Background: an optimization exercise with open tools, aiming at small area and a short achievable clock period. Do not read the settings as production practice. Function was checked by simulation only, so behaviour that the tests miss may differ from the original.

## flow/design.v (module list and top-level ports; edited modules follow where they fit)
// module fa: 9 lines
// module fir_direct_nom: 6006 lines
module fir_direct_nom (
    input              clk,
    input              rst,
    input  signed [4:0] in,
    output signed [4:0] out,
    input  [249:0]     tap_coeffs
);
  // ...
==> flow/flow/run.sh <==
#!/bin/bash
# ORFS layout (the standard.sh) in three calls:
#  1. synthesis to placement as standard, with plain buf_2 port buffers;
#  2. CTS and 3. routing to finish, with timing repair aimed at a setup
#     slack margin and at the worst paths only.
set -e
export BUFFER_PORTS_ARGS="-buffer_cell sky130_fd_sc_hd__buf_2"
bash standard.sh synth floorplan place > standard_place.log 2>&1
export SETUP_SLACK_MARGIN=7.1
export TNS_END_PERCENT=0
bash standard.sh cts > standard_cts.log 2>&1
bash standard.sh > standard_finish.log 2>&1
==> flow/standard.sh <==
#!/bin/bash
# synth_recipe.tcl (not shown) runs the flow's synth.tcl, then flattens the netlist and writes it again
# the make line also repeats each setting of config.mk as NAME=value (left out here)
make -C /OpenROAD-flow-scripts/flow DESIGN_CONFIG=/design/flow/config.mk WORK_HOME=/design/flow/orfs CLKGATE_MAP_FILE= SYNTH_SCRIPT=/design/flow/synth_recipe.tcl "${@:-finish}"
==> flow/config.mk <==
export PLATFORM = sky130hd
export DESIGN_NAME = fir_direct_nom
export DESIGN_NICKNAME = fir_direct_nom
export VERILOG_FILES = /design/flow/design.v
export SDC_FILE = /design/flow/constraint.sdc
export NUM_CORES = 4
export LEC_CHECK = 0
export CAP_MARGIN = 20
export CORE_MARGIN = 2
export CORE_UTILIZATION = 40
export CTS_BUF_LIST = sky130_fd_sc_hd__clkbuf_8
export CTS_CLUSTER_DIAMETER = 50
export CTS_CLUSTER_SIZE = 16
export SLEW_MARGIN = 20
export SYNTH_HIERARCHICAL = 1
export SYNTH_MINIMUM_KEEP_SIZE = 0
==> flow/constraint.sdc <==
create_clock -name core_clock -period 12.0 [get_ports {clk}]
set_input_delay 2.4000 -clock core_clock [delete_from_list [all_inputs] [get_ports {clk}]]
set_output_delay 2.4000 -clock core_clock [all_outputs]
set_load 0.01 [all_outputs]
==> impl_results.md, run 1 <==
- Status: timing/DRC/antenna clean
- Measured slew at the worst slew-check pin: 914 ps
- Seq area share: 23.4%
- Post-route antenna net violation count: 0
- Synth top area cells: fa_1 (56%), dfrtp_1 (17%), nand2_1 (10%)
- Hold Path Depth: 0
- Ant. Diodes: 2
- First-pass GRT wire length: 190000 um
- Worst setup path start: tap_coeffs[15]
- Via count: 25100
- M3 GR Usage: 5.15%
- Cells along the critical path: buf_2, nor4_1, and4_1, a21oi_1, fa_1, fa_1, fa_2, fa_2
- Multi-input gate share of total cell area: 65.2%
- Crit path DAT: 5470 ps
- Mean post-synth cell area: 12.7 um^2
- WL met1: 50800 um
- Post-layout min period: 4910 ps
- Area of the multi-input gates: 0.0272 mm^2
- Top cell type by total area after synthesis: fa_1
- Die area: 0.0954 mm^2
- CTS tree: done
- Fillers: 8565
- Inst Count DP: 4440
- Vias in the first global route: 27600
- Clock sinks: 426
- Top_reg_cell synth: dfrtp_1
- Root Driver: clkbuf_8
- Type of the worst setup path: in -> reg
- Reg2Reg Setup Slack: 7590 ps
- Worst Path Buf+Inv: 1
- GPL Wtd Cong: 1.04
- Chip Width: 309 um
==> inputs of run 2 (changes only) <==
--- a/flow/design.v
+++ b/flow/design.v
@@ -11,18 +11,18 @@
     input              clk,
     input              rst,
     input  signed [4:0] in,
     output signed [4:0] out,
     input  [249:0]     tap_coeffs
 );
 logic [48:0][4:0] sr;     
 logic [160:0] ra, ra_d;  
-logic [5:0] lo_q;         
-logic [5:0] x_q, g_q, o_q;  
+logic [6:0] lo_q;         
+logic [4:0] x_q, g_q, o_q;  
 logic v1, v2;              
 wire [10:0] sum_a, sum_b, sum;
 wire n1;
 wire n2;
 wire n3;
 wire n4;
 wire n5;
 wire n6;
@@ -5975,41 +5975,41 @@
 assign n3407 = ~n3404;
 fa u_n3408 (.a(n3406), .b(n3407), .c(n3394), .s(n3408), .co(n3409));
 assign n3410 = ~(~n3400 ^ ~n3403);
 assign n3411 = ~n3400 | ~n3403;
 assign n3412 = ~n3405;
 fa u_n3413 (.a(n3410), .b(n3412), .c(n3409), .s(n3413), .co(n3414));
 assign sum_a = {n3411, n3413, n3397, n3373, n3334, n3333, n3231, ~n3228, n3175, n3132, ~n3095};
 assign sum_b = {n3414, 1'b0, n3408, n3396, n3372, 1'b0, n3283, n3230, n3179, 1'b0, n3098};
-assign sum = {6'b0, {1'b0, sum_a[4:0]} + {1'b0, sum_b[4:0]}};
+assign sum = {5'b0, {1'b0, sum_a[5:0]} + {1'b0, sum_b[5:0]}};
 always @(posedge clk or posedge rst) begin
     if (rst) begin
         sr <= '0;
         v1 <= 1'b0;
         v2 <= 1'b0;
     end else begin
         sr <= {sr[47:0], in};
         v1 <= 1'b1;
         v2 <= v1;
     end
 end
 always @(posedge clk) begin
     ra <= ra_d;
-    lo_q <= sum[5:0];
-    x_q <= sum_a[10:5] ^ sum_b[10:5];
-    g_q <= sum_a[10:5] & sum_b[10:5];
-    o_q <= sum_a[10:5] | sum_b[10:5];
+    lo_q <= sum[6:0];
+    x_q <= sum_a[10:6] ^ sum_b[10:6];
+    g_q <= sum_a[10:6] & sum_b[10:6];
+    o_q <= sum_a[10:6] | sum_b[10:6];
 end
-wire hz = (x_q[0] == lo_q[5]) && (x_q[5:1] == o_q[4:0]);
-wire ho = (x_q[0] != lo_q[5]) && (&(x_q[5:1] ^ g_q[4:0]));
-wire [6:0] c;   
-assign c[0] = lo_q[5];
+wire hz = (x_q[0] == lo_q[6]) && (x_q[4:1] == o_q[3:0]);
+wire ho = (x_q[0] != lo_q[6]) && (&(x_q[4:1] ^ g_q[3:0]));
+wire [5:0] c;   
+assign c[0] = lo_q[6];
 genvar gi;
-for (gi = 0; gi < 6; gi = gi + 1) begin : g_c
+for (gi = 0; gi < 5; gi = gi + 1) begin : g_c
     assign c[gi+1] = g_q[gi] | (x_q[gi] & c[gi]);
 end
-wire sgn = x_q[5] ^ c[5];
-wire lz = ~|lo_q[4:4];
-wire lo1 = &lo_q[4:4];
+wire sgn = x_q[4] ^ c[4];
+wire lz = ~|lo_q[5:4];
+wire lo1 = &lo_q[5:4];
 wire inr = (hz && lz) || (ho && lo1);
 assign out = !v2 ? 5'sd0 : inr ? lo_q[4:0] : sgn ? -5'sd16 : 5'sd15;
 endmodule
==> flow/flow/run.sh (replaced) <==
#!/bin/bash
# ORFS layout (the standard.sh) in three calls:
#  1. synthesis to placement as standard, with plain buf_2 port buffers;
#  2. CTS and 3. routing to finish, with timing repair aimed at a setup
#     slack margin and at the worst paths only.
set -e
export BUFFER_PORTS_ARGS="-buffer_cell sky130_fd_sc_hd__buf_2"
bash standard.sh synth floorplan place > standard_place.log 2>&1
export SETUP_SLACK_MARGIN=7.4
export TNS_END_PERCENT=0
bash standard.sh cts > standard_cts.log 2>&1
bash standard.sh > standard_finish.log 2>&1
==> run 2 against run 1 <==
Global-route usage fell by 0.083 points. Worst hold slack got worse by 5.6 ps. Register-to-register slack got worse by 150 ps. Non-clock buffer count fell by 3. Fmax rose by 0.72%. Utilization rose by 0.11 points. Die area barely moved.
==> impl_results.md, run 2 <==
- Routed WL: 128000 um (was 129000 um)
- Clock skew: 48.6 ps (was 49.4 ps)
- Fillers: 8585 (was 8565)
- Max FFs per register: 245 (unchanged)
- Post-synth EDFFs: 0 (unchanged)
- RSZ-0062 raised after global routing: yes (unchanged)
- Final setup TNS: 0 ps (unchanged)
- Measured slew at the worst slew-check pin: 924 ps (was 914 ps)
- Commonest non-fill, non-tap cell in the layout: fa_1 (unchanged)
- Area share of the largest cell type after synthesis: 55.5% (about the same)
- Seq cells post-synth: 426 (unchanged)
- GR Util met1: 37.3% (was 37.8%)
- DR WL/cell: 28.1 um (was 28.2 um)
- Core area: 0.0919 mm^2 (unchanged)
- Post-synthesis compound-gate area fraction: 1.62% (was 1.64%)
- Starting Density: 40.4% (about the same)
- Worst Hold Class: reg -> reg (unchanged)
- Port Buffers: 261 (unchanged)
- Cts hold-fix bufs: 0 (unchanged)
- Most numerous cell in the Yosys netlist: fa_1 (unchanged)
- Mux contribution to synthesized area: 0.108% (was 0%)
- Post-CTS Setup Inserts: 0 (unchanged)
- Io pins: 262 (unchanged)
- Most frequent cells in the layout: fa_1 (1015), nand2_1 (1000), buf_2 (250) (was fa_1 (1028), nand2_1 (1004), buf_2 (261))
- Mean post-synth cell area: 12.7 um^2 (about the same)
- Syn-to-layout area delta: 12.4% (was 12.1%)
- Num CTS Buffers: 69 (unchanged)
- Startpoint class of the critical path: primary input (unchanged)
- Syn nets: 4238 (was 4237)
- Post-layout min period: 4870 ps (was 4910 ps)
- Largest net degree at the start of global routing: 113 (was 68)
- Initial antenna violation count: 6 (was 5)
- Synth cell count leaders: fa_1 (1031), nand2_1 (1004), dfrtp_1 (247) (unchanged)
- DP Worst Slack: 6270 ps (was 6260 ps)
- Top_reg_cell synth: dfrtp_1 (unchanged)
- Row Count: 111 (unchanged)
- 1st-iter DRT viols: 2564 (was 2480)
- Nets@finish: 4572 (was 4573)
- H-tree Lvls: 3 (unchanged)
- Final worst setup slack: 7130 ps (was 7090 ps)
- Synth Area in XOR/XNOR: 0.236% (was 0.259%)
- Rel. slew slack: 38.4% (was 39.1%)
- Clock sinks: 426 (unchanged)
- Fin. Hold Viols: 0 (unchanged)
- Netlist cell types: 32 (was 30)
- Post-Layout Cell Count: 4573 (was 4568)
- Top cell type by total area after synthesis: fa_1 (unchanged)
- Post-Synthesis Cells: 2935 (was 2934)
- Status: timing/DRC/antenna clean (unchanged)
- Final HPWL DP: 112000 um (about the same)
- Drt pass-1 iters: 5 (was 7)
- Tot GR Track Use: 28.1% (was 28.2%)
- Area share of fa/ha/maj cells after synthesis: 56.0% (about the same)
- Fmax: 205 MHz (was 204 MHz)
- Via count: 25200 (was 25100)
- CP Data Required Time: 12640 ps (was 12560 ps)
- Final period util: 40.6% (was 40.9%)
- MaxCap Viol Count: 0 (unchanged)
- Synth Area in Simple Gates: 15.1% (about the same)
- Die area: 0.0954 mm^2 (about the same)
- Largest Register: sr (unchanged)
- GPL Wtd Cong: 0.999 (was 1.04)
- First-pass GRT wire length: 190000 um (about the same)
- M3 GR Usage: 5.12% (was 5.15%)
- Worst-Skew Late Latency: 710 ps (about the same)
- Remaining DRCs: 0 (unchanged)
- Type of the worst setup path: in -> reg (unchanged)
- Grt peak-use layer: met2 (unchanged)
- Crit path capture type: register (unchanged)
- Synthesized area: 0.0372 mm^2 (about the same)
- Async SR Flop Fraction: 58.0% (unchanged)
- Sequential fraction of the synthesis area: 26.3% (about the same)
- Post-DR vias/cell: 5.51 (was 5.49)
- CP max FO: 6 (was 5)
- Fin util: 45.4% (was 45.3%)
- Synth top area cells: fa_1 (56%), dfrtp_1 (17%), nand2_1 (10%) (unchanged)
- Grt total ovfl: 0 (unchanged)
- Largest family of logic cells by synthesized area: adder cells (unchanged)
- Inst Count DP: 4441 (was 4440)
- Yosys synthesis warning count: 7 (unchanged)
- Crit path DAT: 5510 ps (was 5470 ps)
- Root Driver: clkbuf_8 (unchanged)
- CTS tree: done (unchanged)
- Largest registers: sr: 245 flops, ra: 161 flops, lo_q: 7 flops (was sr: 245 flops, ra: 161 flops, lo_q: 6 flops)
- Die height: 309 um (about the same)
- Vias in the first global route: 28000 (was 27600)
- Clock transition at the registers of the reported paths: 80 ps (was 70 ps)
- Max clock buf depth: 3 (unchanged)
- GR met2 Demand/Resource: 45.9% (about the same)
- Final setup viols: 0 (unchanged)
- Chip Width: 309 um (about the same)
- Post-route antenna net violation count: 0 (unchanged)
- Share of layout cells above drive strength 1: 12.5% (was 11.7%)
- Final Max Tran Viols: 0 (unchanged)
## run 2: worst max-delay path, cell delays in order
cell	delay, ps
clkbuf_4	140
nand2_1	80
fa_1	540
fa_2	640
fa_2	510
fa_1	620
inv_2	50
fa_2	510
## run 2: final timing paths
path	from	end	slack [ps]	cells past startpoint
worst max-delay path	tap_coeffs[34]	ra[66]	7130	8
worst min-delay path	v1	v2	360	0
worst max register to register	ra[115]	x_q[4]	7440	9
worst min register to register	v1	v2	360	0
max in group asynchronous	rst	sr[154]	8580	3
min in group asynchronous	rst	sr[30]	1870	2
## run 2: Yosys stat by module (local to each module, per instance)
module	copies in the design	flops+latches	area [um^2]	cells inside
fir_direct_nom	1	426	16500	1904
fa	1031	0	20.0	1
## run 2: cells by family (layout without fill, tap and decap cells)
kind of cell	after synthesis	in the layout
simple gates	1266	1266
fa+ha+maj	1046	1046
flops	426	426
compound gates	114	114
buf+inv	68	458
xor+xnor	10	10
mux	4	4
other cells	1	6
## run 2: final cells by class
type                            count  area (um^2)  area share, %
Antenna cell                        5         12.5         0.0299
Multi-Input combinational cell   2441        27200           65.2
Clock buffer                       74         1020           2.44
Tap cell                         1243         1560           3.72
Clock inverter                     53          582           1.39
Inverter                           68          263          0.629
Timing Repair Buffer              263         1350           3.23
Sequential cell                   426         9770           23.4
## run 2: layer usage
layer | vias up | wire [um]
met5 | - | 0
met4 | 0 | 6020
met2 | 1182 | 62000
met1 | 13700 | 49400
li1 | 10100 | -
met3 | 232 | 10900
## run 2: per-stage QoR
stage                     hold WS (ps)  instance area (um^2)
final                              355                 41800
after global routing               370                 41800
after CTS                          355                 41700
after detailed placement           345                 40100
after global placement             334                 40100
after floorplan                    331                 37200
## run 2: timing repair
| action | 4_1_cts | 5_1_grt |
|---|---|---|
| setup endpoints to repair | 108 | 142 |
| pin swaps | 5 | 15 |
| resized for setup | 12 | 29 |
==> inputs of run 3 (changes only) <==
--- a/flow/config.mk
+++ b/flow/config.mk
@@ -11,6 +11,7 @@
 export CTS_BUF_LIST = sky130_fd_sc_hd__clkbuf_8
 export CTS_CLUSTER_DIAMETER = 50
 export CTS_CLUSTER_SIZE = 16
+export PLACE_DENSITY = 0.7
 export SLEW_MARGIN = 20
 export SYNTH_HIERARCHICAL = 1
 export SYNTH_MINIMUM_KEEP_SIZE = 0
==> run 3 against run 2 <==
Global-route usage shrank 0.51 points. Cell count down 0.24%. Critical path type unchanged. Worst hold slack improved by 4.5 ps. Synthesized area unchanged. Fmax is 0.24% higher. Via count rose by 1.5%. Clock skew rose by 3.8 ps.
==> impl_results.md, run 3 <==
- Status: timing/DRC/antenna clean (unchanged)
- RSZ-0062 raised after global routing: yes (unchanged)
- Starting Density: 40.4% (unchanged)
- Root Driver: clkbuf_8 (unchanged)
- Sequential fraction of the synthesis area: 26.3% (unchanged)
- 1st-iter DRT viols: 2996 (was 2564)
- Top cell type by total area after synthesis: fa_1 (unchanged)
- Crit path capture type: register (unchanged)
- Cells along the critical path: buf_2, nand2_1, fa_1, fa_1, fa_1, fa_1, fa_1 (was clkbuf_4, nand2_1, fa_1, fa_2, fa_2, fa_1, inv_2, fa_2)
- H-tree Lvls: 2 (was 3)
- CP peak stage delay: 780 ps (was 640 ps)
- Via count: 25600 (was 25200)
- Grt total ovfl: 0 (unchanged)
- DR WL/cell: 27.7 um (was 28.1 um)
- Post-route antenna net violation count: 0 (unchanged)
- Synth Area in XOR/XNOR: 0.236% (unchanged)
- Commonest non-fill, non-tap cell in the layout: fa_1 (unchanged)
- Async SR Flop Fraction: 58.0% (unchanged)
- Reg2reg path depth: 9 (unchanged)
- Io pins: 262 (unchanged)
- Core area: 0.0919 mm^2 (unchanged)
- Max FFs per register: 245 (unchanged)
- Largest Register: sr (unchanged)
- Syn nets: 4238 (unchanged)
- Port Buffers: 261 (unchanged)
- GR met2 Demand/Resource: 44.8% (was 45.9%)
- Measured slew at the worst slew-check pin: 923 ps (was 924 ps)
- Row Count: 111 (unchanged)
- Final period util: 40.5% (was 40.6%)
- Nets@finish: 4565 (was 4572)
- Startpoint class of the critical path: primary input (unchanged)
- Post-synthesis compound-gate area fraction: 1.62% (unchanged)
- Drt pass-1 iters: 6 (was 5)
- Area share of fa/ha/maj cells after synthesis: 56.0% (unchanged)
- CTS tree: done (unchanged)
- Remaining DRCs: 0 (unchanged)
- Post-synth EDFFs: 0 (unchanged)
- WHS: 360 ps (was 355 ps)
- Num CTS Buffers: 60 (was 69)
- Crit path DAT: 5470 ps (was 5510 ps)
- Max clock buf depth: 3 (unchanged)
- Chip Width: 309 um (unchanged)
- M3 GR Usage: 7.29% (was 5.12%)
- Clock sinks: 426 (unchanged)
- Clock transition at the registers of the reported paths: 90 ps (was 80 ps)
- Synth cell count leaders: fa_1 (1031), nand2_1 (1004), dfrtp_1 (247) (unchanged)
- GPL Wtd Cong: 1.06 (was 0.999)
- Tot GR Track Use: 27.6% (was 28.1%)
- Vias in the first global route: 28000 (about the same)
- Synthesized area: 0.0372 mm^2 (unchanged)
- Final HPWL DP: 110000 um (was 112000 um)
- CP Data Required Time: 12610 ps (was 12640 ps)
- MaxCap Viol Count: 0 (unchanged)
- Reg2Reg Capture Point: x_q[4] (unchanged)
- Clock skew: 52.4 ps (was 48.6 ps)
- Worst Hold Class: reg -> reg (unchanged)
- Post-Synthesis Cells: 2935 (unchanged)
- Type of the worst setup path: in -> reg (unchanged)
- Reg2Reg Setup Slack: 7340 ps (was 7440 ps)
- Final Max Tran Viols: 0 (unchanged)
- Area share of the largest cell type after synthesis: 55.5% (unchanged)
- Yosys synthesis warning count: 7 (unchanged)
- GR Util met1: 35.2% (was 37.3%)
- First-pass GRT wire length: 187000 um (was 190000 um)
- Fillers: 8464 (was 8585)
- Fin. Hold Viols: 0 (unchanged)
- Synth top area cells: fa_1 (56%), dfrtp_1 (17%), nand2_1 (10%) (unchanged)
- Final setup TNS: 0 ps (unchanged)
- Seq cells post-synth: 426 (unchanged)
- Most frequent cells in the layout: fa_1 (1027), nand2_1 (1004), buf_2 (261) (was fa_1 (1015), nand2_1 (1000), buf_2 (250))
- Reg2reg start: ra[95] (was ra[115])
- Most numerous cell in the Yosys netlist: fa_1 (unchanged)
- Synth Area in Simple Gates: 15.1% (unchanged)
- Share of layout cells above drive strength 1: 11.7% (was 12.5%)
- Die height: 309 um (unchanged)
- CP dominant cell by count: fa_1 (was fa_2)
- Top_reg_cell synth: dfrtp_1 (unchanged)
- CP max FO: 6 (unchanged)
- Mean post-synth cell area: 12.7 um^2 (unchanged)
- Critical Path Slowest Stage Cell: fa_1 (was fa_2)
- Worst-Skew Late Latency: 750 ps (was 710 ps)
- Worst setup path start: tap_coeffs[93] (was tap_coeffs[34])
- Final setup viols: 0 (unchanged)
- Largest net degree at the start of global routing: 72 (was 113)
- Initial antenna violation count: 9 (was 6)
- Routed WL: 126000 um (was 128000 um)
- Mux contribution to synthesized area: 0.108% (unchanged)
- Post-DR vias/cell: 5.61 (was 5.51)
- Netlist cell types: 32 (unchanged)
- Largest family of logic cells by synthesized area: adder cells (unchanged)
- Post-layout min period: 4860 ps (was 4870 ps)
- Rel. slew slack: 38.5% (was 38.4%)
- Die area: 0.0954 mm^2 (unchanged)
- Setup crit end: ra[9] (was ra[66])
- Grt peak-use layer: met2 (unchanged)
- Syn-to-layout area delta: 11.6% (was 12.4%)
- Largest registers: sr: 245 flops, ra: 161 flops, lo_q: 7 flops (unchanged)
- Fmax: 206 MHz (was 205 MHz)
run 3: kinds of logic after synthesis:
kind of cell	count (synthesis)
AO/OA/AOI/OAI	114
XOR/XNOR	10
adder cells (fa/ha/maj)	1046
buffers and inverters	68
flip-flops	426
multiplexers	4
other	1
AND/OR/NAND/NOR	1266
run 3: worst max-delay path: cells and delay by family:
kind | cells | cell delay [ps]
adders and majority gates | 5 | 2790
buffers and inverters | 1 | 180
and+or+nand+nor | 1 | 100
run 3: layer usage:
layer | wire [um] | up-vias | part of all wire, %
met1 | 45400 | 13600 | 36
met2 | 61000 | 1559 | 48
met3 | 13300 | 322 | 11
met4 | 6670 | 4 | 5.3
li1 | - | 10100 | -
met5 | 34 | - | 0.027
run 3: worst min-delay path by stage:
stage,to,start,cells past startpoint
after CTS,v2,v1,0
after global routing,v2,v1,0
after global placement,v2,v1,0
after detailed placement,v2,v1,0
after floorplan,v2,v1,0
final,v2,v1,0
run 3: repair_timing:
action	4_1_cts	5_1_grt
buffers inserted	1	0
hold buffers	0	0
setup endpoints to repair	88	132
gates resized for setup	5	6
endpoints found under the hold margin	0	0
pin swaps	3	1
run 3: area by class of cell:
type                       instances  area, um^2  area share, %
multi-input combinational       2441       27200           65.6
sequential                       426        9770           23.5
tap                             1243        1560           3.75
timing repair buffer             265        1340           3.22
clock buffer                      62         853           2.06
clock inverter                    52         498           1.20
inverter                          68         263          0.633
antenna                            5        12.5         0.0302
run 3: through the flow:
step | cells | cell area, um^2 | worst slack (ps) | util (%)
2_1_floorplan | 2935 | 37200 | 2810 | -
3_3_place_gp | 4442 | 40100 | 6360 | 43.6
3_5_place_dp | 4442 | 40100 | 6320 | 43.6
4_1_cts | 4557 | 41500 | 7180 | 45.1
5_1_grt | 4561 | 41500 | 7100 | 45.1
6_report | 4562 | 41500 | 7140 | 45.1
run 3: per-module statistics from Yosys (local to each module, per instance):
module | times used | flip-flops and latches
fir_direct_nom | 1 | 426
fa | 1031 | 0
==> inputs of run 4 (changes only) <==
--- a/flow/config.mk
+++ b/flow/config.mk
@@ -5,6 +5,7 @@
 export SDC_FILE = /design/flow/constraint.sdc
 export NUM_CORES = 4
 export LEC_CHECK = 0
+export ABC_AREA = 1
 export CAP_MARGIN = 20
 export CORE_MARGIN = 2
 export CORE_UTILIZATION = 40
==> run 4 against run 3 <==
Still clean. Worst setup slack gained 58 ps. Clock-buffer cell count rose by 11. Register-to-register slack lost 50 ps. Utilization up 1.3 points. Critical path depth increased by 1. Cell count rose by 4.2%.
==> impl_results.md, run 4 <==
- Hold Path Depth: 0 (unchanged)
- Reg2reg path depth: 9 (unchanged)
- Netlist cell types: 28 (was 32)
- Worst Hold Class: reg -> reg (unchanged)
- Clock sinks: 426 (unchanged)
- Crit path capture type: register (unchanged)
- Fmax: 208 MHz (was 206 MHz)
- Clock skew: 48.5 ps (was 52.4 ps)
- Post-DR vias/cell: 5.50 (was 5.61)
- Area share of the largest cell type after synthesis: 54.6% (was 55.5%)
- Final setup TNS: 0 ps (unchanged)
- Starting Density: 40.4% (about the same)
- Final Max Tran Viols: 0 (unchanged)
- RSZ-0062 raised after global routing: yes (unchanged)
- Rel. slew slack: 34.6% (was 38.5%)
- Hold path startpoint: v1 (unchanged)
- Post-route antenna net violation count: 0 (unchanged)
- Seq cells post-synth: 426 (unchanged)
- CP Data Required Time: 12560 ps (was 12610 ps)
- Tot GR Track Use: 27.3% (was 27.6%)
- Largest net degree at the start of global routing: 108 (was 72)
- Post-Synthesis Cells: 3107 (was 2935)
- Critical Path Slowest Stage Cell: fa_2 (was fa_1)
- Final HPWL DP: 111000 um (was 110000 um)
- CTS tree: done (unchanged)
- Post-synth EDFFs: 0 (unchanged)
- Fillers: 8358 (was 8464)
- Status: timing/DRC/antenna clean (unchanged)
- Syn nets: 4410 (was 4238)
- Die area: 0.0969 mm^2 (was 0.0954 mm^2)
- CP max FO: 6 (unchanged)
- Synth cell count leaders: nand2_1 (1076), fa_1 (1031), dfrtp_1 (247) (was fa_1 (1031), nand2_1 (1004), dfrtp_1 (247))
- Largest Register: sr (unchanged)
- MaxCap Viol Count: 0 (unchanged)
- Top_reg_cell synth: dfrtp_1 (unchanged)
- Port Buffers: 261 (unchanged)
- Final setup viols: 0 (unchanged)
- Core area: 0.0935 mm^2 (was 0.0919 mm^2)
- H-tree Lvls: 3 (was 2)
- Reg2reg start: ra[108] (was ra[95])
- Clock transition at the registers of the reported paths: 90 ps (about the same)
- Worst hold endpoint: v2 (unchanged)
- Final period util: 40.0% (was 40.5%)
- Io pins: 262 (unchanged)
- Chip Width: 311 um (was 309 um)
- CP peak stage delay: 680 ps (was 780 ps)
- Startpoint class of the critical path: primary input (unchanged)
- Routed WL: 128000 um (was 126000 um)
- Max clock buf depth: 3 (unchanged)
- Root Driver: clkbuf_8 (unchanged)
- Share of layout cells above drive strength 1: 17.5% (was 11.7%)
- Grt total ovfl: 0 (unchanged)
- Via count: 26100 (was 25600)
- Area of the multi-input gates: 0.0285 mm^2 (was 0.0272 mm^2)
- Measured slew at the worst slew-check pin: 981 ps (was 923 ps)
- Reg2Reg Setup Slack: 7290 ps (was 7340 ps)
- Sequential fraction of the synthesis area: 25.8% (was 26.3%)
- Worst Path Buf+Inv: 1 (unchanged)
- First-pass GRT wire length: 190000 um (was 187000 um)
- Yosys synthesis warning count: 7 (unchanged)
- CP top delay family: adder cells (unchanged)
- Register area: 0.00976 mm^2 (was 0.00977 mm^2)
- Synthesized area: 0.0378 mm^2 (was 0.0372 mm^2)
- Crit path DAT: 5360 ps (was 5470 ps)
- Post-layout min period: 4800 ps (was 4860 ps)
- Type of the worst setup path: in -> reg (unchanged)
- Max FFs per register: 245 (unchanged)
- Row Count: 112 (was 111)
- Mean post-synth cell area: 12.2 um^2 (was 12.7 um^2)
- Cells along the critical path: buf_2, or2_4, nor4_4, or2_1, fa_2, fa_2, fa_1, fa_1 (was buf_2, nand2_1, fa_1, fa_1, fa_1, fa_1, fa_1)
- Most frequent cells in the layout: nand2_1 (1058), fa_1 (914), dfrtp_1 (247) (was fa_1 (1027), nand2_1 (1004), buf_2 (261))
- Syn-to-layout area delta: 14.9% (was 11.6%)
- Commonest non-fill, non-tap cell in the layout: nand2_1 (was fa_1)
- Synth top area cells: fa_1 (55%), dfrtp_1 (16%), nand2_1 (11%) (was fa_1 (56%), dfrtp_1 (17%), nand2_1 (10%))
- Worst-Skew Late Latency: 700 ps (was 750 ps)
- Largest registers: sr: 245 flops, ra: 161 flops, lo_q: 7 flops (unchanged)
- Reg2Reg Capture Point: x_q[4] (unchanged)
- Remaining DRCs: 0 (unchanged)
- Async SR Flop Fraction: 58.0% (unchanged)
- 1st-iter DRT viols: 2845 (was 2996)
- Drt pass-1 iters: 11 (was 6)
- Num CTS Buffers: 66 (was 60)
- DR WL/cell: 26.9 um (was 27.7 um)
- Vias in the first global route: 28600 (was 28000)
- Fin. Hold Viols: 0 (unchanged)
- Die height: 311 um (was 309 um)
- Initial antenna violation count: 13 (was 9)
- Nets@finish: 4745 (was 4565)
- GPL Wtd Cong: 1.04 (was 1.06)
- Top cell type by total area after synthesis: fa_1 (unchanged)
- Most numerous cell in the Yosys netlist: nand2_1 (was fa_1)
run 4: changes by cell type after synthesis, moves of 49 or more:
cell      previous run  this run
nor2_1               1       102
nand3b_1            50         1
nand2_1           1004      1076
or2_1                0        76
and4_1              50         0
nor4_1             150        60
run 4: layout make-up:
cell class | instances | area share, %
inverters | 81 | 0.718
diodes | 6 | 0.0346
clock buffers | 73 | 2.31
clock inverters | 47 | 1.22
repair buffers | 267 | 3.90
well taps | 1254 | 3.61
multi-input cells | 2600 | 65.7
flip-flops and latches | 426 | 22.5
run 4: how the worst max path moves through the flow:
stage                    startpoint  endpoint  slack (ps)  cells past startpoint
finish              tap_coeffs[208]   ra[120]        7200                      8
CTS                 tap_coeffs[221]   ra[120]        7280                      9
global placement      tap_coeffs[8]    ra[90]        6260                      8
floorplan                       rst     sr[0]        2810                      1
global route         tap_coeffs[80]    ra[90]        7160                      9
detailed placement    tap_coeffs[8]    ra[90]        6250                      8
run 4: worst register-to-register path: cells and delay by family, from the launching register on:
family | cells | cell delay (ps)
adders and majority gates | 8 | 3520
DFF | 1 | 510
xor gates and xnor gates | 1 | 510
run 4: cell families after synthesis:
kind of cell	count (synthesis)	share of synthesized area, %
adders and majority gates	1046	55.1
xor gates and xnor gates	4	0.0927
and+or+nand+nor	1438	16.7
AOI/OAI and AO/OA	111	1.47
DFF	426	25.8
other	1	0.00993
buffers and inverters	81	0.805
run 4: per-stage QoR:
step / instance area [um^2] / instances / hold WS, ps / setup slack [ps] / utilization (%)
after global placement: 40700 / 4624 / 335 / 6260 / 43.5
after CTS: 42800 / 4747 / 351 / 7280 / 45.8
after global routing: 43400 / 4754 / 364 / 7160 / 46.4
final: 43400 / 4754 / 366 / 7200 / 46.4
after floorplan: 37800 / 3107 / 331 / 2810 / -
after detailed placement: 40700 / 4624 / 353 / 6250 / 43.5
run 4: timing repair:
item | in CTS | in global routing
cloned | 0 | 0
gates resized for setup | 175 | 192
setup buffers | 3 | 1
pin swaps | 134 | 168
hold buffers | 0 | 0
endpoints found under the setup margin | 118 | 144
run 4: modules after synthesis (local to each module, per instance):
module	flops+latches	copies in the design	cell area [um^2]
fir_direct_nom	426	1	17100
fa	0	1031	20.0
run 4: layer usage:
layer	vias up	part of all wire, %	track usage (%)
met3	312	10	6.58
met2	1503	49	44.4
met1	13900	36	34.5
li1	10400	-	-
met4	14	5.4	12.9
met5	-	0.055	0
==> inputs of run 5 (changes only) <==
--- a/flow/flow/run.sh
+++ b/flow/flow/run.sh
@@ -6,7 +6,7 @@
 set -e
 export BUFFER_PORTS_ARGS="-buffer_cell sky130_fd_sc_hd__buf_2"
 bash standard.sh synth floorplan place > standard_place.log 2>&1
-export SETUP_SLACK_MARGIN=7.4
+export SETUP_SLACK_MARGIN=7.1
 export TNS_END_PERCENT=0
 bash standard.sh cts > standard_cts.log 2>&1
 bash standard.sh > standard_finish.log 2>&1
--- a/flow/config.mk
+++ b/flow/config.mk
@@ -5,14 +5,12 @@
 export SDC_FILE = /design/flow/constraint.sdc
 export NUM_CORES = 4
 export LEC_CHECK = 0
-export ABC_AREA = 1
 export CAP_MARGIN = 20
 export CORE_MARGIN = 2
 export CORE_UTILIZATION = 40
 export CTS_BUF_LIST = sky130_fd_sc_hd__clkbuf_8
 export CTS_CLUSTER_DIAMETER = 50
 export CTS_CLUSTER_SIZE = 16
-export PLACE_DENSITY = 0.7
 export SLEW_MARGIN = 20
 export SYNTH_HIERARCHICAL = 1
 export SYNTH_MINIMUM_KEEP_SIZE = 0
==> run 5 against run 4 <==
Global-route usage is 0.84 points higher. Critical path depth stayed put. Design area is 3.9% lower. Die area is 1.6% lower. Sequential share of layout area is 0.92 points higher. Synthesized area is 1.6% lower. Routed wire length is 0.31% higher. Non-clock buffer count is 4 lower. Worst setup slack worse by 150 ps. Synthesized cell count is 5.5% lower. Cell count is 3.8% lower.
==> impl_results.md, run 5 <==
- Status: timing/DRC/antenna clean (unchanged)
- Root Driver: clkbuf_8 (unchanged)
- Crit path capture type: register (unchanged)
- Yosys synthesis warning count: 7 (unchanged)
- Most numerous cell in the Yosys netlist: fa_1 (was nand2_1)
- Starting Density: 40.4% (about the same)
- Worst-Skew Late Latency: 710 ps (was 700 ps)
- Startpoint class of the critical path: primary input (unchanged)
- Port Buffers: 261 (unchanged)
- Row Count: 111 (was 112)
- Largest net degree at the start of global routing: 113 (was 108)
- Syn nets: 4238 (was 4410)
- H-tree Lvls: 3 (unchanged)
- Seq cells post-synth: 426 (unchanged)
- CP max FO: 6 (unchanged)
- Mean post-synth cell area: 12.7 um^2 (was 12.2 um^2)
- Chip Width: 309 um (was 311 um)
- Fillers: 8591 (was 8358)
- CP Data Required Time: 12560 ps (about the same)
- Fin util: 45.4% (was 46.4%)
- Num CTS Buffers: 69 (was 66)
- Routed WL: 128000 um (about the same)
- Largest registers: sr: 245 flops, ra: 161 flops, lo_q: 7 flops (unchanged)
- CTS tree: done (unchanged)
- Max FFs per register: 245 (unchanged)
- Final HPWL DP: 112000 um (was 111000 um)
- Crit path DAT: 5510 ps (was 5360 ps)
- Largest Register: sr (unchanged)
- Share of layout cells above drive strength 1: 11.9% (was 17.5%)
- Core area: 0.0919 mm^2 (was 0.0935 mm^2)
- CP dominant cell by count: fa_1
- Final setup TNS: 0 ps (unchanged)
- Sequential fraction of the synthesis area: 26.3% (was 25.8%)
- Commonest non-fill, non-tap cell in the layout: fa_1 (was nand2_1)
- Area share of the largest cell type after synthesis: 55.5% (was 54.6%)
- Fmax: 202 MHz (was 208 MHz)
- Post-DR vias/cell: 5.52 (was 5.50)
- RSZ-0062 raised after global routing: yes (unchanged)
- Cts hold-fix bufs: 0 (unchanged)
- Post-route antenna net violation count: 0 (unchanged)
- Final Max Tran Viols: 0 (unchanged)
- Fin. Hold Viols: 0 (unchanged)
- CP peak stage delay: 660 ps (was 680 ps)
- Final period util: 41.3% (was 40.0%)
- Synth top area cells: fa_1 (56%), dfrtp_1 (17%), nand2_1 (10%) (was fa_1 (55%), dfrtp_1 (16%), nand2_1 (11%))
- Cells along the critical path: buf_2, nand2_1, fa_1, fa_1, fa_2, fa_1, inv_1, fa_1 (was buf_2, or2_4, nor4_4, or2_1, fa_2, fa_2, fa_1, fa_1)
- Nets@finish: 4572 (was 4745)
- Drt pass-1 iters: 5 (was 11)
- DR WL/cell: 28.1 um (was 26.9 um)
- MaxCap Viol Count: 0 (unchanged)
- Clock skew: 51.3 ps (was 48.5 ps)
- Post-synth EDFFs: 0 (unchanged)
- Async SR Flop Fraction: 58.0% (unchanged)
- GPL Wtd Cong: 0.999 (was 1.04)
- Via count: 25200 (was 26100)
- Type of the worst setup path: in -> reg (unchanged)
- Synthesized area: 0.0372 mm^2 (was 0.0378 mm^2)
- Die height: 309 um (was 311 um)
- Top_reg_cell synth: dfrtp_1 (unchanged)
- Io pins: 262 (unchanged)
- Final setup viols: 0 (unchanged)
- Tot GR Track Use: 28.1% (was 27.3%)
- Vias in the first global route: 28000 (was 28600)
- Post-layout min period: 4950 ps (was 4800 ps)
- Worst Hold Class: reg -> reg (unchanged)
- Grt total ovfl: 0 (unchanged)
- Die area: 0.0954 mm^2 (was 0.0969 mm^2)
- Remaining DRCs: 0 (unchanged)
- Max clock buf depth: 3 (unchanged)
- 1st-iter DRT viols: 2426 (was 2845)
- Netlist cell types: 32 (was 28)
- First-pass GRT wire length: 190000 um (about the same)
- Synth cell count leaders: fa_1 (1031), nand2_1 (1004), dfrtp_1 (247) (was nand2_1 (1076), fa_1 (1031), dfrtp_1 (247))
- Clock transition at the registers of the reported paths: 80 ps (was 90 ps)
- Top cell type by total area after synthesis: fa_1 (unchanged)
- Initial antenna violation count: 6 (was 13)
- Measured slew at the worst slew-check pin: 926 ps (was 981 ps)
- Clock sinks: 426 (unchanged)
- Most frequent cells in the layout: fa_1 (1026), nand2_1 (1004), buf_2 (261) (was nand2_1 (1058), fa_1 (914), dfrtp_1 (247))
- Rel. slew slack: 38.3% (was 34.6%)
- Critical Path Slowest Stage Cell: fa_1 (was fa_2)
- Syn-to-layout area delta: 12.2% (was 14.9%)
- Post-Synthesis Cells: 2935 (was 3107)
==> run 5: per-layer routing <==
metal | wire [um] | up-vias | global-route usage [%]
met2 | 62100 | 1163 | 45.8
met4 | 5960 | 0 | 11.8
met3 | 10900 | 230 | 5.66
met1 | 49300 | 13700 | 36.9
met5 | 0 | - | 0
li1 | - | 10100 | -
==> run 5: modules after synthesis, one instance, submodules excluded <==
module          times used  cells inside
fir_direct_nom           1          1904
fa                    1031             1
==> run 5: what timing repair did <==
action,in CTS,in global routing
gates resized for setup,7,1
pin swaps,3,1
setup buffers,0,0
endpoints found under the setup margin,7,16
==> run 5: metrics by stage <==
stage	setup WS (ps)	hold slack, ps	cells	instance area, um^2
floorplan	2810	331	2935	37200
global placement	6280	334	4441	40100
detailed placement	6270	345	4441	40100
CTS	7080	355	4568	41700
global route	7030	370	4570	41700
finish	7050	355	4572	41700
==> run 5: area by class of cell <==
cell class	count	area [um^2]	share of cell area, %
diodes	4	10.0	0.0240
clock buffers	74	1020	2.44
clock inverters	53	582	1.40
inverters	68	263	0.630
multi-input cells	2441	27200	65.2
flip-flops and latches	426	9760	23.4
well taps	1243	1560	3.73
repair buffers	263	1320	3.17
==> run 5: logic make-up (layout without fill, tap and decap cells) <==
logic type                 Yosys count  count (layout)  synth area share [%]
muxes                                4               4                 0.108
xor gates and xnor gates            10              10                 0.236
buffers and inverters               68             458                 0.687
other                                1               5                0.0101
AOI/OAI and AO/OA                  114             114                  1.62
and+or+nand+nor                   1266            1266                  15.1
DFF                                426             426                  26.3
adders and majority gates         1046            1046                  56.0
==> run 5: worst paths after layout <==
check	start	slack, ps	cells past startpoint	to
max reg2reg	ra[115]	7480	9	x_q[4]
min	v1	360	0	v2
max	tap_coeffs[49]	7050	8	ra[93]
max in group asynchronous	rst	8580	3	sr[154]
min in group asynchronous	rst	1870	2	sr[30]
min reg2reg	v1	360	0	v2
==> run 5: critical path: cells and delay by family <==
kind                       cells  cell delay, ps
adders and majority gates      5            2790
buffers and inverters          2             210
and+or+nand+nor                1             100
==> inputs of run 6 (changes only) <==
--- a/flow/flow/run.sh
+++ b/flow/flow/run.sh
@@ -6,7 +6,7 @@
 set -e
 export BUFFER_PORTS_ARGS="-buffer_cell sky130_fd_sc_hd__buf_2"
 bash standard.sh synth floorplan place > standard_place.log 2>&1
-export SETUP_SLACK_MARGIN=7.1
+export SETUP_SLACK_MARGIN=7.4
 export TNS_END_PERCENT=0
 bash standard.sh cts > standard_cts.log 2>&1
 bash standard.sh > standard_finish.log 2>&1
--- a/flow/config.mk
+++ b/flow/config.mk
@@ -9,8 +9,9 @@
 export CORE_MARGIN = 2
 export CORE_UTILIZATION = 40
 export CTS_BUF_LIST = sky130_fd_sc_hd__clkbuf_8
-export CTS_CLUSTER_DIAMETER = 50
-export CTS_CLUSTER_SIZE = 16
+export CTS_CLUSTER_DIAMETER = 60
+export CTS_CLUSTER_SIZE = 20
+export PLACE_DENSITY = 0.7
 export SLEW_MARGIN = 20
 export SYNTH_HIERARCHICAL = 1
 export SYNTH_MINIMUM_KEEP_SIZE = 0
==> run 6 against run 5 <==
Still clean. Non-clock buffer count rose by 4. Register-to-register slack worse by 180 ps. Worst setup slack better by 62 ps. Critical path depth unchanged. Fmax grew 1.3%. Via count rose by 1.3%. Sequential cell count did not move. Routed wire length fell by 1.9%. Design area decreased by 0.74%. Highest routed layer is now met5.
==> impl_results.md, run 6 <==
- Starting Density: 40.4% (unchanged)
- Post-synth EDFFs: 0 (unchanged)
- Netlist cell types: 32 (unchanged)
- 1st-iter DRT viols: 3135 (was 2426)
- Syn-to-layout area delta: 11.3% (was 12.2%)
- RSZ-0062 raised after global routing: yes (unchanged)
- DR WL/cell: 27.8 um (was 28.1 um)
- Max clock buf depth: 3 (unchanged)
- Final period util: 40.7% (was 41.3%)
- First-pass GRT wire length: 187000 um (was 190000 um)
- Mean post-synth cell area: 12.7 um^2 (unchanged)
- Synthesized area: 0.0372 mm^2 (unchanged)
- Crit path DAT: 5460 ps (was 5510 ps)
- Die area: 0.0954 mm^2 (unchanged)
- Post-layout min period: 4890 ps (was 4950 ps)
- Synth cell count leaders: fa_1 (1031), nand2_1 (1004), dfrtp_1 (247) (unchanged)
- Worst-Skew Late Latency: 710 ps (about the same)
- CP max FO: 6 (unchanged)
- Type of the worst setup path: in -> reg (unchanged)
- Sequential fraction of the synthesis area: 26.3% (unchanged)
- Port Buffers: 261 (unchanged)
- Seq cells post-synth: 426 (unchanged)
- Share of layout cells above drive strength 1: 11.7% (was 11.9%)
- Fin. Hold Viols: 0 (unchanged)
- Post-DR vias/cell: 5.63 (was 5.52)
- Chip Width: 309 um (unchanged)
- Tot GR Track Use: 27.5% (was 28.1%)
- Fillers: 8433 (was 8591)
- Cts hold-fix bufs: 0 (unchanged)
- Remaining DRCs: 0 (unchanged)
- Io pins: 262 (unchanged)
- Grt total ovfl: 0 (unchanged)
- Nets@finish: 4553 (was 4572)
- Rel. slew slack: 37.5% (was 38.3%)
- Fmax: 205 MHz (was 202 MHz)
- Crit path capture type: register (unchanged)
- CTS tree: done (unchanged)
- Final setup TNS: 0 ps (unchanged)
- Top_reg_cell synth: dfrtp_1 (unchanged)
- CP Data Required Time: 12570 ps (was 12560 ps)
- Yosys synthesis warning count: 7 (unchanged)
- Post-route antenna net violation count: 0 (unchanged)
- Clock transition at the registers of the reported paths: 120 ps (was 80 ps)
- MaxCap Viol Count: 0 (unchanged)
- Largest Register: sr (unchanged)
- Largest net degree at the start of global routing: 72 (was 113)
- Most frequent cells in the layout: fa_1 (1015), nand2_1 (1004), buf_2 (260) (was fa_1 (1026), nand2_1 (1004), buf_2 (261))
- GPL Wtd Cong: 1.06 (was 0.999)
- Root Driver: clkbuf_8 (unchanged)
- Core area: 0.0919 mm^2 (unchanged)
- Row Count: 111 (unchanged)
- Final Max Tran Viols: 0 (unchanged)
- Drt pass-1 iters: 5 (unchanged)
- Dpl cell area: 0.0401 mm^2 (about the same)
- Top cell type by total area after synthesis: fa_1 (unchanged)
- Clock skew: 58.0 ps (was 51.3 ps)
- Largest registers: sr: 245 flops, ra: 161 flops, lo_q: 7 flops (unchanged)
- DP Worst Slack: 6320 ps (was 6270 ps)
- Die height: 309 um (unchanged)
- Initial antenna violation count: 10 (was 6)
- Startpoint class of the critical path: primary input (unchanged)
- Post-Layout Cell Count: 4536 (was 4572)
- Final HPWL DP: 110000 um (was 112000 um)
- Final worst setup slack: 7110 ps (was 7050 ps)
- Final setup viols: 0 (unchanged)
- H-tree Lvls: 2 (was 3)
- Num CTS Buffers: 46 (was 69)
- Max FFs per register: 245 (unchanged)
- Vias in the first global route: 27900 (was 28000)
- Measured slew at the worst slew-check pin: 938 ps (was 926 ps)
- Via count: 25500 (was 25200)
- Status: timing/DRC/antenna clean (unchanged)
- Post-Synthesis Cells: 2935 (unchanged)
- Routed WL: 126000 um (was 128000 um)
- Synth top area cells: fa_1 (56%), dfrtp_1 (17%), nand2_1 (10%) (unchanged)
- Reg2Reg Setup Slack: 7300 ps (was 7480 ps)
- Post-route cell area: 0.0414 mm^2 (was 0.0417 mm^2)
- Clock sinks: 426 (unchanged)
- Worst Hold Class: reg -> reg (unchanged)
- Inst Count DP: 4442 (was 4441)
- Most numerous cell in the Yosys netlist: fa_1 (unchanged)
- Syn nets: 4238 (unchanged)
- Commonest non-fill, non-tap cell in the layout: fa_1 (unchanged)
- Area share of the largest cell type after synthesis: 55.5% (unchanged)
- Async SR Flop Fraction: 58.0% (unchanged)
[run 6: worst paths after layout]
| check | from | end | cells after the start |
|---|---|---|---|
| max | tap_coeffs[8] | ra[90] | 8 |
| min | v1 | v2 | 0 |
| max reg2reg | ra[95] | x_q[4] | 9 |
| min reg2reg | v1 | v2 | 0 |
| max in group asynchronous | rst | sr[165] | 4 |
| min in group asynchronous | rst | sr[40] | 2 |
[run 6: per-module statistics from Yosys, one instance, submodules excluded]
module,times used,flops+latches
fa,1031,0
fir_direct_nom,1,426
[run 6: final cells by class]
cell class | count | area (um^2) | area share, %
clock inverters | 38 | 509 | 1.23
inverters | 68 | 263 | 0.635
diodes | 6 | 15.0 | 0.0363
multi-input cells | 2441 | 27300 | 65.9
repair buffers | 267 | 1350 | 3.27
flip-flops and latches | 426 | 9770 | 23.6
clock buffers | 47 | 647 | 1.56
well taps | 1243 | 1560 | 3.76
[run 6: cell families (layout without fill, tap and decap cells)]
kind of cell | count (synthesis) | after routing | share of synthesized area (%)
xor gates and xnor gates | 10 | 10 | 0.236
muxes | 4 | 4 | 0.108
and+or+nand+nor | 1266 | 1266 | 15.1
other | 1 | 7 | 0.0101
AOI/OAI and AO/OA | 114 | 114 | 1.62
adders and majority gates | 1046 | 1046 | 56.0
buffers and inverters | 68 | 420 | 0.687
DFF | 426 | 426 | 26.3
[run 6: metal layers]
layer	global-route usage (%)	vias up	part of all wire [%]	routed length [um]
li1	-	10100	-	-
met1	35.4	13500	35	44600
met2	44.5	1618	48	60600
met3	6.76	303	11	13800
met4	12.3	4	5.5	6870
met5	0	-	0.027	34
[run 6: metrics by stage]
stage	hold WS, ps	utilization, %
floorplan	331	-
global placement	332	43.6
detailed placement	336	43.6
CTS	364	44.9
global route	396	45.0
finish	362	45.0
[run 6: critical path: stages]
cell and delay (ps):
buf_2 150, nor4_1 250, and4_1 280, a21oi_2 60
fa_1 630, fa_2 490, fa_2 720, fa_2 480
[run 6: timing repair]
action,in CTS,in global routing
pin swaps,10,9
gates resized for setup,15,18
setup buffers,2,1
setup endpoints to repair,107,139

-- afterwards: timing with drivers on the ports --
The results above use ideal ports. As a check the final layouts listed here were re-extracted and re-timed, cells and wires unchanged. Step 1: set_driving_cell puts a clkbuf_16 on clk and a buf_2 on each other input, an assumption about the parent block. Step 2 times the ports against the registers' clock, not the clock port: input delays grow and output delays shrink by t, the midpoint of the rising clock arrivals with the driver on. Three values: ideal ports, drivers, drivers and shift; two values: the first two.
run | t, ns | setup slack, ns | hold slack, ns | pins driven straight from the clock port
run 1 | 0.752 | 7.094 / 7.111 / 6.359 | 0.361 / 0.361 / 0.361 | 1
run 2 | 0.754 | 7.130 / 7.085 / 6.393 | 0.355 / 0.355 / 0.355 | 1
run 3 | 0.787 | 7.141 / 7.122 / 6.388 | 0.360 / 0.360 / 0.360 | 1
run 4 | 0.737 | 7.199 / 7.197 / 6.460 | 0.366 / 0.366 / 0.366 | 1
run 5 | 0.760 | 7.050 / 7.052 / 6.310 | 0.355 / 0.355 / 0.355 | 1
run 6 | 0.751 | 7.111 / 7.157 / 6.406 | 0.362 / 0.362 / 0.362 | 1
After both steps setup and hold are still met in every run listed. The setup slack of run 3, which loses most, moves by -0.019 ns with the drivers and by -0.753 ns with both steps.
